Background: an optimization exercise with open tools, aiming at small area and a short achievable clock period. Do not read the settings as production practice.
No driver is modelled on the clock port, so clock power and skew are understated where the tree is cut down; a real chip needs a root buffer or a tree.

==> cedar: inputs <==
## mult_top
module mult_top (
    input             clk,
    input      [31:0] mplier,
    input      [31:0] mcand,
    output     [63:0] product
);
export LEC_CHECK = 0
export ABC_AREA = 1
export CAP_MARGIN = 20
export CORE_MARGIN = 2
export CORE_UTILIZATION = 40
export SLEW_MARGIN = 20
export SYNTH_HIERARCHICAL = 1
export SYNTH_MINIMUM_KEEP_SIZE = 0
create_clock -name core_clock -period 28.0 [get_ports {clk}]
standard.sh (not shown) runs the stock make flow with config.mk's settings and CLKGATE_MAP_FILE= SYNTH_SCRIPT=/design/flow/synth_recipe.tcl, a recipe that flattens the netlist after the stock synthesis.
==> flow/flow/run.sh <==
#!/bin/bash
# Own layout flow: the standard flow (standard.sh) with the standard
# synthesis unchanged, then the layout steps with
#  - plain buffers (buf_2) on the ports,
#  - a two-level balanced clock tree (flow/cts_own.tcl) in place of ORFS's CTS,
#  - repair_timing aiming at a slack margin below the fixed clock period, so
#    that it sizes and buffers the multiplier's critical paths.
# The output of each make run is in make_*.log here; each step's log is in
# orfs/logs/.
set -euo pipefail
export OWN_FLOW_DIR=$(pwd)/flow
bash standard.sh synth > make_synth.log 2>&1
bash standard.sh \
  SETUP_SLACK_MARGIN=21.45 \
  "BUFFER_PORTS_ARGS=-buffer_cell sky130_fd_sc_hd__buf_2" \
  PRE_CTS_TCL=$OWN_FLOW_DIR/cts_own.tcl \
  finish > make_finish.log 2>&1
Other scripts of this flow, unchanged in this note and not shown: flow/flow/cts_own.tcl
==> delta: changes against cedar <==
--- a/flow/design.v
+++ b/flow/design.v
@@ -2693,11 +2693,11 @@
     assign pp0_31 = ~((one_n0 | tn0_32) & (two_n0 | tn0_31));
     assign pp0_32 = ~(one_n0 & two_n0) & ~tn0_32;
     assign ns0 = ~pp0_32;
     assign one_n1 = ~(mplier[2] ^ mplier[1]);
     assign two_n1 = ~((mplier[3] ^ mplier[2]) & one_n1);
-    assign neg1 = mplier[3] & ~(one_n1 & two_n1);
+    assign neg1 = mplier[3] & ~(mplier[2] & mplier[1]);
     assign tn1_0 = ~mplier[3];
     assign tn1_1 = ~(mcand[0] ^ mplier[3]);
     assign tn1_2 = ~(mcand[1] ^ mplier[3]);
     assign tn1_3 = ~(mcand[2] ^ mplier[3]);
     assign tn1_4 = ~(mcand[3] ^ mplier[3]);
@@ -2763,11 +2763,11 @@
     assign pp1_31 = ~((one_n1 | tn1_32) & (two_n1 | tn1_31));
     assign pp1_32 = ~(one_n1 & two_n1) & ~tn1_32;
     assign ns1 = ~pp1_32;
     assign one_n2 = ~(mplier[4] ^ mplier[3]);
     assign two_n2 = ~((mplier[5] ^ mplier[4]) & one_n2);
-    assign neg2 = mplier[5] & ~(one_n2 & two_n2);
+    assign neg2 = mplier[5] & ~(mplier[4] & mplier[3]);
     assign tn2_0 = ~mplier[5];
     assign tn2_1 = ~(mcand[0] ^ mplier[5]);
     assign tn2_2 = ~(mcand[1] ^ mplier[5]);
     assign tn2_3 = ~(mcand[2] ^ mplier[5]);
     assign tn2_4 = ~(mcand[3] ^ mplier[5]);
@@ -2833,11 +2833,11 @@
     assign pp2_31 = ~((one_n2 | tn2_32) & (two_n2 | tn2_31));
     assign pp2_32 = ~(one_n2 & two_n2) & ~tn2_32;
     assign ns2 = ~pp2_32;
     assign one_n3 = ~(mplier[6] ^ mplier[5]);
     assign two_n3 = ~((mplier[7] ^ mplier[6]) & one_n3);
-    assign neg3 = mplier[7] & ~(one_n3 & two_n3);
+    assign neg3 = mplier[7] & ~(mplier[6] & mplier[5]);
     assign tn3_0 = ~mplier[7];
     assign tn3_1 = ~(mcand[0] ^ mplier[7]);
     assign tn3_2 = ~(mcand[1] ^ mplier[7]);
     assign tn3_3 = ~(mcand[2] ^ mplier[7]);
     assign tn3_4 = ~(mcand[3] ^ mplier[7]);
@@ -2903,11 +2903,11 @@
     assign pp3_31 = ~((one_n3 | tn3_32) & (two_n3 | tn3_31));
     assign pp3_32 = ~(one_n3 & two_n3) & ~tn3_32;
     assign ns3 = ~pp3_32;
     assign one_n4 = ~(mplier[8] ^ mplier[7]);
     assign two_n4 = ~((mplier[9] ^ mplier[8]) & one_n4);
-    assign neg4 = mplier[9] & ~(one_n4 & two_n4);
+    assign neg4 = mplier[9] & ~(mplier[8] & mplier[7]);
     assign tn4_0 = ~mplier[9];
     assign tn4_1 = ~(mcand[0] ^ mplier[9]);
     assign tn4_2 = ~(mcand[1] ^ mplier[9]);
     assign tn4_3 = ~(mcand[2] ^ mplier[9]);
     assign tn4_4 = ~(mcand[3] ^ mplier[9]);
@@ -2973,11 +2973,11 @@
     assign pp4_31 = ~((one_n4 | tn4_32) & (two_n4 | tn4_31));
     assign pp4_32 = ~(one_n4 & two_n4) & ~tn4_32;
     assign ns4 = ~pp4_32;
     assign one_n5 = ~(mplier[10] ^ mplier[9]);
     assign two_n5 = ~((mplier[11] ^ mplier[10]) & one_n5);
-    assign neg5 = mplier[11] & ~(one_n5 & two_n5);
+    assign neg5 = mplier[11] & ~(mplier[10] & mplier[9]);
     assign tn5_0 = ~mplier[11];
     assign tn5_1 = ~(mcand[0] ^ mplier[11]);
     assign tn5_2 = ~(mcand[1] ^ mplier[11]);
     assign tn5_3 = ~(mcand[2] ^ mplier[11]);
     assign tn5_4 = ~(mcand[3] ^ mplier[11]);
@@ -3043,11 +3043,11 @@
     assign pp5_31 = ~((one_n5 | tn5_32) & (two_n5 | tn5_31));
     assign pp5_32 = ~(one_n5 & two_n5) & ~tn5_32;
     assign ns5 = ~pp5_32;
     assign one_n6 = ~(mplier[12] ^ mplier[11]);
     assign two_n6 = ~((mplier[13] ^ mplier[12]) & one_n6);
-    assign neg6 = mplier[13] & ~(one_n6 & two_n6);
+    assign neg6 = mplier[13] & ~(mplier[12] & mplier[11]);
     assign tn6_0 = ~mplier[13];
     assign tn6_1 = ~(mcand[0] ^ mplier[13]);
     assign tn6_2 = ~(mcand[1] ^ mplier[13]);
     assign tn6_3 = ~(mcand[2] ^ mplier[13]);
     assign tn6_4 = ~(mcand[3] ^ mplier[13]);
@@ -3113,11 +3113,11 @@
     assign pp6_31 = ~((one_n6 | tn6_32) & (two_n6 | tn6_31));
     assign pp6_32 = ~(one_n6 & two_n6) & ~tn6_32;
     assign ns6 = ~pp6_32;
     assign one_n7 = ~(mplier[14] ^ mplier[13]);
     assign two_n7 = ~((mplier[15] ^ mplier[14]) & one_n7);
-    assign neg7 = mplier[15] & ~(one_n7 & two_n7);
+    assign neg7 = mplier[15] & ~(mplier[14] & mplier[13]);
     assign tn7_0 = ~mplier[15];
     assign tn7_1 = ~(mcand[0] ^ mplier[15]);
     assign tn7_2 = ~(mcand[1] ^ mplier[15]);
     assign tn7_3 = ~(mcand[2] ^ mplier[15]);
     assign tn7_4 = ~(mcand[3] ^ mplier[15]);
@@ -3183,11 +3183,11 @@
     assign pp7_31 = ~((one_n7 | tn7_32) & (two_n7 | tn7_31));
     assign pp7_32 = ~(one_n7 & two_n7) & ~tn7_32;
     assign ns7 = ~pp7_32;
     assign one_n8 = ~(mplier[16] ^ mplier[15]);
     assign two_n8 = ~((mplier[17] ^ mplier[16]) & one_n8);
-    assign neg8 = mplier[17] & ~(one_n8 & two_n8);
+    assign neg8 = mplier[17] & ~(mplier[16] & mplier[15]);
     assign tn8_0 = ~mplier[17];
     assign tn8_1 = ~(mcand[0] ^ mplier[17]);
     assign tn8_2 = ~(mcand[1] ^ mplier[17]);
     assign tn8_3 = ~(mcand[2] ^ mplier[17]);
     assign tn8_4 = ~(mcand[3] ^ mplier[17]);
@@ -3253,11 +3253,11 @@
     assign pp8_31 = ~((one_n8 | tn8_32) & (two_n8 | tn8_31));
     assign pp8_32 = ~(one_n8 & two_n8) & ~tn8_32;
     assign ns8 = ~pp8_32;
     assign one_n9 = ~(mplier[18] ^ mplier[17]);
     assign two_n9 = ~((mplier[19] ^ mplier[18]) & one_n9);
-    assign neg9 = mplier[19] & ~(one_n9 & two_n9);
+    assign neg9 = mplier[19] & ~(mplier[18] & mplier[17]);
     assign tn9_0 = ~mplier[19];
     assign tn9_1 = ~(mcand[0] ^ mplier[19]);
     assign tn9_2 = ~(mcand[1] ^ mplier[19]);
     assign tn9_3 = ~(mcand[2] ^ mplier[19]);
     assign tn9_4 = ~(mcand[3] ^ mplier[19]);
@@ -3323,11 +3323,11 @@
     assign pp9_31 = ~((one_n9 | tn9_32) & (two_n9 | tn9_31));
     assign pp9_32 = ~(one_n9 & two_n9) & ~tn9_32;
     assign ns9 = ~pp9_32;
     assign one_n10 = ~(mplier[20] ^ mplier[19]);
     assign two_n10 = ~((mplier[21] ^ mplier[20]) & one_n10);
-    assign neg10 = mplier[21] & ~(one_n10 & two_n10);
+    assign neg10 = mplier[21] & ~(mplier[20] & mplier[19]);
     assign tn10_0 = ~mplier[21];
     assign tn10_1 = ~(mcand[0] ^ mplier[21]);
     assign tn10_2 = ~(mcand[1] ^ mplier[21]);
     assign tn10_3 = ~(mcand[2] ^ mplier[21]);
     assign tn10_4 = ~(mcand[3] ^ mplier[21]);
@@ -3393,11 +3393,11 @@
     assign pp10_31 = ~((one_n10 | tn10_32) & (two_n10 | tn10_31));
     assign pp10_32 = ~(one_n10 & two_n10) & ~tn10_32;
     assign ns10 = ~pp10_32;
     assign one_n11 = ~(mplier[22] ^ mplier[21]);
     assign two_n11 = ~((mplier[23] ^ mplier[22]) & one_n11);
-    assign neg11 = mplier[23] & ~(one_n11 & two_n11);
+    assign neg11 = mplier[23] & ~(mplier[22] & mplier[21]);
     assign tn11_0 = ~mplier[23];
     assign tn11_1 = ~(mcand[0] ^ mplier[23]);
     assign tn11_2 = ~(mcand[1] ^ mplier[23]);
     assign tn11_3 = ~(mcand[2] ^ mplier[23]);
     assign tn11_4 = ~(mcand[3] ^ mplier[23]);
@@ -3463,11 +3463,11 @@
     assign pp11_31 = ~((one_n11 | tn11_32) & (two_n11 | tn11_31));
     assign pp11_32 = ~(one_n11 & two_n11) & ~tn11_32;
     assign ns11 = ~pp11_32;
     assign one_n12 = ~(mplier[24] ^ mplier[23]);
     assign two_n12 = ~((mplier[25] ^ mplier[24]) & one_n12);
-    assign neg12 = mplier[25] & ~(one_n12 & two_n12);
+    assign neg12 = mplier[25] & ~(mplier[24] & mplier[23]);
     assign tn12_0 = ~mplier[25];
     assign tn12_1 = ~(mcand[0] ^ mplier[25]);
     assign tn12_2 = ~(mcand[1] ^ mplier[25]);
     assign tn12_3 = ~(mcand[2] ^ mplier[25]);
     assign tn12_4 = ~(mcand[3] ^ mplier[25]);
@@ -3533,11 +3533,11 @@
     assign pp12_31 = ~((one_n12 | tn12_32) & (two_n12 | tn12_31));
     assign pp12_32 = ~(one_n12 & two_n12) & ~tn12_32;
     assign ns12 = ~pp12_32;
     assign one_n13 = ~(mplier[26] ^ mplier[25]);
     assign two_n13 = ~((mplier[27] ^ mplier[26]) & one_n13);
-    assign neg13 = mplier[27] & ~(one_n13 & two_n13);
+    assign neg13 = mplier[27] & ~(mplier[26] & mplier[25]);
     assign tn13_0 = ~mplier[27];
     assign tn13_1 = ~(mcand[0] ^ mplier[27]);
     assign tn13_2 = ~(mcand[1] ^ mplier[27]);
     assign tn13_3 = ~(mcand[2] ^ mplier[27]);
     assign tn13_4 = ~(mcand[3] ^ mplier[27]);
@@ -3603,11 +3603,11 @@
     assign pp13_31 = ~((one_n13 | tn13_32) & (two_n13 | tn13_31));
     assign pp13_32 = ~(one_n13 & two_n13) & ~tn13_32;
     assign ns13 = ~pp13_32;
     assign one_n14 = ~(mplier[28] ^ mplier[27]);
     assign two_n14 = ~((mplier[29] ^ mplier[28]) & one_n14);
-    assign neg14 = mplier[29] & ~(one_n14 & two_n14);
+    assign neg14 = mplier[29] & ~(mplier[28] & mplier[27]);
     assign tn14_0 = ~mplier[29];
     assign tn14_1 = ~(mcand[0] ^ mplier[29]);
     assign tn14_2 = ~(mcand[1] ^ mplier[29]);
     assign tn14_3 = ~(mcand[2] ^ mplier[29]);
     assign tn14_4 = ~(mcand[3] ^ mplier[29]);
@@ -3673,11 +3673,11 @@
     assign pp14_31 = ~((one_n14 | tn14_32) & (two_n14 | tn14_31));
     assign pp14_32 = ~(one_n14 & two_n14) & ~tn14_32;
     assign ns14 = ~pp14_32;
     assign one_n15 = ~(mplier[30] ^ mplier[29]);
     assign two_n15 = ~((mplier[31] ^ mplier[30]) & one_n15);
-    assign neg15 = mplier[31] & ~(one_n15 & two_n15);
+    assign neg15 = mplier[31] & ~(mplier[30] & mplier[29]);
     assign tn15_0 = ~mplier[31];
     assign tn15_1 = ~(mcand[0] ^ mplier[31]);
     assign tn15_2 = ~(mcand[1] ^ mplier[31]);
     assign tn15_3 = ~(mcand[2] ^ mplier[31]);
     assign tn15_4 = ~(mcand[3] ^ mplier[31]);
==> summary.txt <==
| item | cedar | delta |
|---|---|---|
| Area growth from synthesis to layout | 5.46% | 5.82% |
| Initial standard-cell utilization of the core | 0.405 | 0.403 |
| CP max stage delay | 0.35 ns | 0.36 ns |
| Status | complete, no violations | complete, no violations |
| Combined area of all synthesized cells | 25000 um2 | 24800 um2 |
| Total met3 wirelength after detailed routing | 6.63 mm | 6.13 mm |
| Worst Setup SP | product_q[48] | product_q[46] |
| Share of layout cells above drive strength 1 | 0.118 | 0.123 |
| Worst hold path stage count | 2 | 6 |
| Proportion of cell area occupied by multi-input gates | 0.769 | 0.773 |
| Final-layout fill cell count | 5988 | 5977 |
| Arithmetic-cell share of the synthesized area counting full adders, half adders and majority gates | 0.403 | 0.414 |
| Portion of the clock cycle consumed by the worst path in the final layout | 0.229 | 0.228 |
| Total cell area at the placement stage | 25700 um2 | 25600 um2 |
No run of this note included a check of the RTL's function; only the layout flow was run. No run of this note takes its clock network from TritonCTS; it comes from the design's own scripts or RTL.

==> separate check: timing with driven ports <==
The results above use ideal ports. As a check the final layouts listed here were re-extracted and re-timed, cells and wires unchanged. Step 1 (the two cells are an assumption about what drives the block):
set clk [get_ports {clk}]
set_driving_cell -lib_cell sky130_fd_sc_hd__clkbuf_16 $clk
set_driving_cell -lib_cell sky130_fd_sc_hd__buf_2 [delete_from_list [all_inputs] $clk]
Step 2 times the ports against the registers' clock, not the clock port: input delays grow and output delays shrink by t, the midpoint of the rising clock arrivals with the driver on. Slacks: no drivers / after step 1 / after step 2; pairs: no drivers / after step 1.
run	shift t [ns]	setup WS [ns]	slew at the worst register clock pin (ns)	worst data-port slew with drivers (ns)	cell pins on the clock port's net
cedar	0.426	21.600 / 21.481 / 21.657	0.10 / 0.10	0.04	4
delta	0.427	21.605 / 21.481 / 21.635	0.11 / 0.11	0.07	4
After both steps setup and hold are still met in every run listed.
